This design comes from an exercise in tuning for small area, a short achievable clock period and few clock cycles on the open sky130 flow, not from production work. Function was checked by simulation only, so behaviour that the tests miss may differ from the original. Power and IR drop assume default switching activity.

## lane 1
==> flow/design.v <==
`timescale 1ns / 1ps
module processor_16b(
input clk, rst,
input [15:0] din,
output [15:0] dataout, address,
output [7:0] status,
output mem_wr
    );
    reg        exe;             
    reg        dv;              
    reg        mv;              
    reg [15:0] pc;              
    reg [15:0] ir;
    reg [15:0] opa, opb;        
    reg        fN, fZ, fC;
    reg [16:0] acc;             
    reg [3:0]  cnt;             
    reg        d_ua;            
    reg        d_ub;            
    reg        d_wr;            
    reg        d_cal;           
    reg        d_ill;           
    function legal_f;
        input [15:0] w;
        legal_f = (w[15:12] == 4'b0100) && (w[11:7] <= 5'd17);
    endfunction
    wire [2:0] wa = ir[8:6];
    wire [4:0] k  = ir[11:7];
    wire legal = legal_f(ir);
    wire op_add = legal && k == 5'd0;
    wire op_sub = legal && k == 5'd1;
    wire op_mul = legal && k == 5'd2;
    wire op_div = legal && k == 5'd4;
    wire op_inc = legal && k == 5'd5;
    wire op_dec = legal && k == 5'd6;
    wire op_and = legal && k == 5'd7;
    wire op_or  = legal && k == 5'd8;
    wire op_xor = legal && k == 5'd9;
    wire op_not = legal && k == 5'd10;
    wire op_ld  = legal && k == 5'd11;
    wire op_st  = legal && k == 5'd12;
    wire op_cal = legal && k == 5'd16;
    wire op_ret = legal && k == 5'd17;
    wire op_br  = legal && (k == 5'd13 || k == 5'd14 || k == 5'd15);
    wire [15:0] a = opa;
    wire [15:0] b = opb;
    wire        subm = op_sub || op_div;
    wire [15:0] yb   = op_inc ? 16'h0000 : op_dec ? 16'hFFFF : subm ? ~b : b;
    function [16:0] radd;
        input [15:0] x, y;
        input        ci;
        integer i;
        reg c;
        begin
            c = ci;
            for (i = 0; i < 16; i = i + 1) begin
                radd[i] = x[i] ^ y[i] ^ c;
                c = (x[i] & y[i]) | (c & (x[i] ^ y[i]));
            end
            radd[16] = c;
        end
    endfunction
    function [8:0] radd8;
        input [7:0] x, y;
        input       ci;
        integer i;
        reg c;
        begin
            c = ci;
            for (i = 0; i < 8; i = i + 1) begin
                radd8[i] = x[i] ^ y[i] ^ c;
                c = (x[i] & y[i]) | (c & (x[i] ^ y[i]));
            end
            radd8[8] = c;
        end
    endfunction
    function [16:0] csadd;
        input [15:0] x, y;
        input        ci;
        reg [8:0] lo, h0, h1;
        begin
            lo = radd8(x[7:0], y[7:0], ci);
            h0 = radd8(x[15:8], y[15:8], 1'b0);
            h1 = radd8(x[15:8], y[15:8], 1'b1);
            csadd = {lo[8] ? h1 : h0, lo[7:0]};
        end
    endfunction
    function gtf;
        input [15:0] x, y;                            
        integer i;
        reg c;
        begin
            c = 1'b0;
            for (i = 0; i < 16; i = i + 1)
                c = (y[i] & ~x[i]) | (c & ~(x[i] ^ y[i]));
            gtf = c;
        end
    endfunction
    wire [16:0] sum  = csadd(a, yb, subm || op_inc);
    wire        cry  = sum[16] ^ subm;                
    function [4:0] blen;
        input [15:0] x;
        integer i;
        begin
            blen = 5'd0;
            for (i = 0; i < 16; i = i + 1)
                if (x[i]) blen = i + 1;
        end
    endfunction
    wire [4:0] la = blen(a);
    wire [4:0] lb = blen(b);
    wire [3:0] d0 = la[3:0] - lb[3:0];
    wire b_zero = (b == 16'd0);
    wire div_one = (la == lb);                        
    wire b_gt_a = cry;                                
    wire div_trivial = b_zero || b_gt_a || div_one;    
    wire [15:0] rem   = opa;
    wire [15:0] bs    = b << cnt;
    wire [16:0] rsum  = csadd(rem, ~bs, 1'b1);
    wire [16:0] rdiff = {~rsum[16], rsum[15:0]};      
    wire        qbit  = ~rdiff[16];
    wire [15:0] qnext = {acc[14:0], qbit};
    function [2:0] topdig;                            
        input [15:0] x;
        begin
            if (x[15])              topdig = 3'd5;
            else if (|x[14:12])     topdig = 3'd4;
            else if (|x[11:9])      topdig = 3'd3;
            else if (|x[8:6])       topdig = 3'd2;
            else if (|x[5:3])       topdig = 3'd1;
            else                    topdig = 3'd0;
        end
    endfunction
    wire [2:0]  ja  = topdig(a);
    wire [2:0]  jb  = topdig(b);
    wire        swp = (ja < jb);
    wire [15:0] mx  = swp ? a : b;
    wire [15:0] mm  = swp ? b : a;
    wire [2:0]  mj0 = swp ? ja : jb;                  
    wire [2:0]  mj  = mv ? cnt[2:0] : mj0;
    reg  [2:0]  dg;
    always @(*) begin
        case (mj)
            3'd0: dg = mx[2:0];
            3'd1: dg = mx[5:3];
            3'd2: dg = mx[8:6];
            3'd3: dg = mx[11:9];
            3'd4: dg = mx[14:12];
            default: dg = {2'b00, mx[15]};
        endcase
    end
    wire [16:0] mbase = mv ? {acc[13:0], 3'b000} : 17'd0;
    wire [16:0] mres  = mbase + ({17{dg[0]}} & {1'b0, mm}) + ({17{dg[1]}} & {mm, 1'b0})
                      + ({17{dg[2]}} & {mm[14:0], 2'b00});
    wire        mlast = (mj == 3'd0);
    wire s_q   = dv;
    wire s_m   = mv || op_mul;
    wire s_sum = !dv && !mv && (op_add || op_sub || op_inc || op_dec);
    wire s_dv  = !dv && !mv && op_div;
    wire s_and = !dv && !mv && op_and;
    wire s_or  = !dv && !mv && op_or;
    wire s_xor = !dv && !mv && op_xor;
    wire s_not = !dv && !mv && op_not;
    wire s_b   = !(s_q || s_m || s_sum || s_dv || s_and || s_or || s_xor || s_not);
    wire [15:0] res = ({16{s_q}} & qnext) | ({16{s_m}} & mres[15:0]) | ({16{s_sum}} & sum[15:0])
                    | ({16{s_dv && b_zero}}) | {15'd0, s_dv && !b_gt_a}
                    | ({16{s_and}} & (a & b)) | ({16{s_or}} & (a | b)) | ({16{s_xor}} & (a ^ b))
                    | ({16{s_not}} & ~a) | ({16{s_b}} & b);
    wire setf = dv || mv || op_add || op_sub || op_mul || op_div;
    wire cres = (s_m && mres[16]) || (!dv && !mv && (op_add || op_sub) && cry);
    wire div_go  = op_div && !div_trivial;             
    wire div_end = dv && (cnt == 4'd0);
    wire mul_go  = op_mul && !mlast;                   
    wire mul_end = mv && mlast;
    wire seq = exe && !dv && !mv && legal && !(op_ld || op_st || op_cal || op_ret || div_go || mul_go);
    wire fetch = !exe || seq || div_end || mul_end;
    wire to_fetch = exe && (op_ld || op_st || op_cal || op_ret);
    wire wr_reg = exe && !dv && !mv && legal && !(op_st || op_cal || op_ret || op_br || div_go || mul_go) ||
                  div_end || mul_end;
    wire wr_fwd = wr_reg && !op_ld;
    assign address = d_ua ? a : d_ub ? b : pc;
    reg [15:0] pinc;
    integer pi;
    reg pcy;
    always @(*) begin
        pcy = 1'b1;
        for (pi = 0; pi < 16; pi = pi + 1) begin
            pinc[pi] = address[pi] ^ pcy;
            pcy = pcy & address[pi];
        end
    end
    assign dataout = d_cal ? pc : b;
    assign mem_wr  = d_wr;
    assign status  = d_ill ? 8'hF0 : 8'h00;
    wire [15:0] wdata = rst ? 16'd0 : op_ld ? din : res;
    wire [15:0] rf [0:7];
    genvar g;
    generate for (g = 0; g < 8; g = g + 1) begin : regs
        reg [15:0] r;
        wire en = rst || (wr_reg && wa == g);
        always @(posedge clk)
            if (en) r <= wdata;
        assign rf[g] = r;
    end endgenerate
    wire [2:0]  nfa = din[5:3];
    wire [2:0]  nsa = din[2:0];
    wire        fwa = wr_fwd && wa == nfa;
    wire        fwb = wr_fwd && wa == nsa;
    reg  [15:0] na, nb;
    integer ri;
    always @(*) begin
        na = {16{fwa}} & res;
        nb = {16{fwb}} & res;
        for (ri = 0; ri < 8; ri = ri + 1) begin
            na = na | ({16{nfa == ri && !(wr_fwd && wa == ri)}} & rf[ri]);
            nb = nb | ({16{nsa == ri && !(wr_fwd && wa == ri)}} & rf[ri]);
        end
    end
    wire        nz  = (wr_fwd && setf) ? (res == 16'd0) : fZ;
    wire [4:0]  nk  = din[11:7];
    wire        nl  = legal_f(din);
    always @(posedge clk)
        if (fetch) begin
            ir  <= din;
            opa <= na;
            opb <= nb;
        end else if (dv && qbit)
            opa <= rdiff[15:0];
    always @(posedge clk) begin
        if (rst || (!fetch && to_fetch)) begin
            d_ua <= 1'b0; d_ub <= 1'b0; d_wr <= 1'b0; d_cal <= 1'b0; d_ill <= 1'b0;
        end else if (fetch) begin
            d_ua  <= nl && (nk == 5'd12 || nk == 5'd16 || nk == 5'd17);
            d_ub  <= nl && (nk == 5'd11 || nk == 5'd13 || (nk == 5'd14 && nz) || (nk == 5'd15 && !nz));
            d_wr  <= nl && (nk == 5'd12 || nk == 5'd16);
            d_cal <= nl && nk == 5'd16;
            d_ill <= !nl;
        end
    end
    always @(posedge clk) begin
        if (div_go && exe && !dv && !mv) begin
            acc <= 17'd0;
            cnt <= d0;
        end else if (mul_go && exe && !dv && !mv) begin
            acc <= mres;
            cnt <= {1'b0, mj0 - 3'd1};
        end else if (dv) begin
            acc[15:0] <= qnext;
            cnt <= cnt - 4'd1;
        end else if (mv) begin
            acc <= mres;
            cnt <= cnt - 4'd1;
        end
    end
    always @(posedge clk) begin
        if (rst)
            {fN, fZ, fC} <= 3'b000;
        else if (wr_reg && setf)
            {fN, fZ, fC} <= {res[15], res == 16'd0, cres};
    end
    always @(posedge clk) begin
        if (rst) begin
            exe <= 1'b0;
            dv  <= 1'b0;
            mv  <= 1'b0;
            pc  <= 16'd0;
        end else begin
            if (fetch) begin
                pc  <= pinc;
                exe <= 1'b1;
            end else if (to_fetch) begin
                exe <= 1'b0;
                if (op_cal)
                    pc <= b;
                if (op_ret)
                    pc <= din;
            end
            if (div_go && exe && !dv && !mv)
                dv <= 1'b1;
            else if (div_end)
                dv <= 1'b0;
            if (mul_go && exe && !dv && !mv)
                mv <= 1'b1;
            else if (mul_end)
                mv <= 1'b0;
        end
    end
endmodule
==> flow/config.mk <==
export PLATFORM = sky130hd
export DESIGN_NAME = processor_16b
export DESIGN_NICKNAME = processor_16b
export VERILOG_FILES = /design/flow/design.v
export SDC_FILE = /design/flow/constraint.sdc
export NUM_CORES = 4
export LEC_CHECK = 0
export CAP_MARGIN = 20
export CORE_MARGIN = 2
export CORE_UTILIZATION = 55
export CTS_BUF_LIST = sky130_fd_sc_hd__clkbuf_16
export CTS_CLUSTER_DIAMETER = 80
export CTS_CLUSTER_SIZE = 25
export PLACE_DENSITY = 0.7
export SLEW_MARGIN = 20
==> flow/constraint.sdc <==
create_clock -name core_clock -period 50.0 [get_ports {clk}]
set_input_delay 10.0000 -clock core_clock [delete_from_list [all_inputs] [get_ports {clk}]]
set_output_delay 10.0000 -clock core_clock [all_outputs]
set_load 0.01 [all_outputs]
standard.sh (not shown) runs the stock make flow with config.mk's settings and CLKGATE_MAP_FILE= SYNTH_SCRIPT=/design/flow/synth_recipe.tcl, a recipe that flattens the netlist after the stock synthesis.
==> flow/flow/run.sh <==
#!/bin/bash
# The standard layout, with two changes in how it is made:
#  - repair_timing is asked to leave a setup margin, so that the paths that
#    set the achieved period (bus outputs, din inputs, ALU) are sized and
#    buffered for a short period rather than only for the 50 ns clock;
#  - every port still gets its buffer, but a plain buf_2 is asked for rather
#    than the delay cells the port buffering otherwise picks.
# The SDC, clock period, synthesis and every other step are the standard ones.
set -euo pipefail
bash standard.sh SETUP_SLACK_MARGIN=37.8 "BUFFER_PORTS_ARGS=-buffer_cell sky130_fd_sc_hd__buf_2" finish > standard.log 2>&1
Testbench counts of lane 1, summed over its fixed seeds: cycles 29,935.
Edits applied to the flow inputs when going from lane 1 to lane 2:
Settings: swapping 80 for 100 in CTS_CLUSTER_DIAMETER; swapping 0.7 for 0.8 in PLACE_DENSITY; swapping 55 for 65 in CORE_UTILIZATION; swapping 25 for 30 in CTS_CLUSTER_SIZE.
--- a/flow/flow/run.sh
+++ b/flow/flow/run.sh
@@ -9,2 +9,2 @@
 set -euo pipefail
-bash standard.sh SETUP_SLACK_MARGIN=37.8 "BUFFER_PORTS_ARGS=-buffer_cell sky130_fd_sc_hd__buf_2" finish > standard.log 2>&1
+bash standard.sh SETUP_SLACK_MARGIN=38 "BUFFER_PORTS_ARGS=-buffer_cell sky130_fd_sc_hd__buf_2" finish > standard.log 2>&1
- Lane 2: PASS, flow complete, no timing, DRC or antenna violations
- Summary of lane 2 over lane 1: post-DP HPWL went down by 1000 um, overall fraction of global-route tracks in use went up by 7.0 points, sequential standard cell area was more or less identical.
- Lane 1 reports its origin of the worst setup path as opb[14]$_DFFE_PN_ while lane 2 reports opb[12]$_DFFE_PN_.
Input changes introduced in lane 3 (baseline for comparison: lane 2):
--- a/flow/flow/run.sh
+++ b/flow/flow/run.sh
@@ -9,2 +9,2 @@
 set -euo pipefail
-bash standard.sh SETUP_SLACK_MARGIN=38 "BUFFER_PORTS_ARGS=-buffer_cell sky130_fd_sc_hd__buf_2" finish > standard.log 2>&1
+bash standard.sh SETUP_SLACK_MARGIN=38.2 "BUFFER_PORTS_ARGS=-buffer_cell sky130_fd_sc_hd__buf_2" finish > standard.log 2>&1
Notes after the runs:
The final routed wirelength across all metal layers of lane 3 exceeds that of lane 2 by about 0.5%. Lane 3 and lane 2 ended up with roughly the same power per unit of standard cell area. Lane 3 vs lane 2: switching power of the nets up slightly. Lane 2 and lane 3 ended up with roughly the same wire length of the first global-routing pass. | share of cell area taken by flip-flops and latches | lane 3 vs lane 2 | 0.16 points lower |. The final design instance area without fill of lane 3 was inferior to that of lane 2. Looking at utilization, lane 3 sits above lane 2.
The inputs of lane 4 differ from those of lane 3 as listed below.
Settings: CTS_CLUSTER_SIZE: 30 -> 25; PLACE_DENSITY: 0.8 -> 0.7; CORE_UTILIZATION: 65 -> 55; CTS_CLUSTER_DIAMETER: 100 -> 80.
--- a/flow/flow/run.sh
+++ b/flow/flow/run.sh
@@ -9,2 +9,2 @@
 set -euo pipefail
-bash standard.sh SETUP_SLACK_MARGIN=38.2 "BUFFER_PORTS_ARGS=-buffer_cell sky130_fd_sc_hd__buf_2" finish > standard.log 2>&1
+bash standard.sh SETUP_SLACK_MARGIN=38 "BUFFER_PORTS_ARGS=-buffer_cell sky130_fd_sc_hd__buf_2" finish > standard.log 2>&1
==> run notes <==
Lane 4: done, clean on timing, DRC and antenna
[compare] base=lane 3 new=lane 4: final estimated routing congestion in global placement fell by 0.059, register-to-register path setup slack fell by 0.36 ns, total clock buffers created by CTS rose by 3, post-route antenna net violation count stayed essentially flat.
Modified inputs, lane 5 compared to lane 4
Settings: swapping 0.7 for 0.8 in PLACE_DENSITY; swapping 55 for 65 in CORE_UTILIZATION; swapping 25 for 30 in CTS_CLUSTER_SIZE; swapping 80 for 100 in CTS_CLUSTER_DIAMETER.
--- a/flow/flow/run.sh
+++ b/flow/flow/run.sh
@@ -9,2 +9,2 @@
 set -euo pipefail
-bash standard.sh SETUP_SLACK_MARGIN=38 "BUFFER_PORTS_ARGS=-buffer_cell sky130_fd_sc_hd__buf_2" finish > standard.log 2>&1
+bash standard.sh SETUP_SLACK_MARGIN=38.4 "BUFFER_PORTS_ARGS=-buffer_cell sky130_fd_sc_hd__buf_2" finish > standard.log 2>&1
Findings:
The static leakage of lane 5 exceeds that of lane 4 by about 0.9%.
Lane 4 → lane 5: overall die width moved down; met3 track demand over resource moved up.
Power dissipated in the clock network: lane 4 vs lane 5 — no meaningful difference
Lane 5: number of global-route vias before repair is 1.9% higher than what lane 4 reported.
Between lane 5 and lane 4, it is lane 5 whose cell count after placement is lower, by about 3%.
Layout filler cell count down 645 in lane 5 wrt lane 4
Re routed wire length: lane 5 is about 1.8% down on lane 4.
Changes observed in lane 5 relative to lane 4: post-layout instance area higher, post-layout worst setup margin went up 0.33 ns.

-- separate check: timing with driven ports --
No port has a modelled driver above. Below, the same layouts with a new extraction and two added sets of constraints. Step 1 sets driving cells, clkbuf_16 on the clock port and buf_2 on the other inputs (assumed; they add their load-dependent delay and slew). Step 2 also shifts input and output timing later by t, the mid clock arrival at the registers, as if the neighbouring blocks saw the same clock. Three values: ideal ports, drivers, drivers and shift; two values: the first two.
run | t (ns) | slack for setup (ns) | worst setup path after step 2
lane 1 | 0.558 | 37.784 / 37.730 / 37.844 | input to register
lane 2 | 0.544 | 37.957 / 37.908 / 37.892 | input to register
lane 3 | 0.546 | 38.154 / 38.105 / 37.886 | input to register
lane 4 | 0.560 | 38.024 / 37.971 / 37.931 | input to register
lane 5 | 0.561 | 38.349 / 38.294 / 37.951 | input to register
After both steps every run listed still meets setup and hold. For lane 5, which loses most, drivers alone change the setup slack by -0.055 ns; drivers and shift together by -0.398 ns.
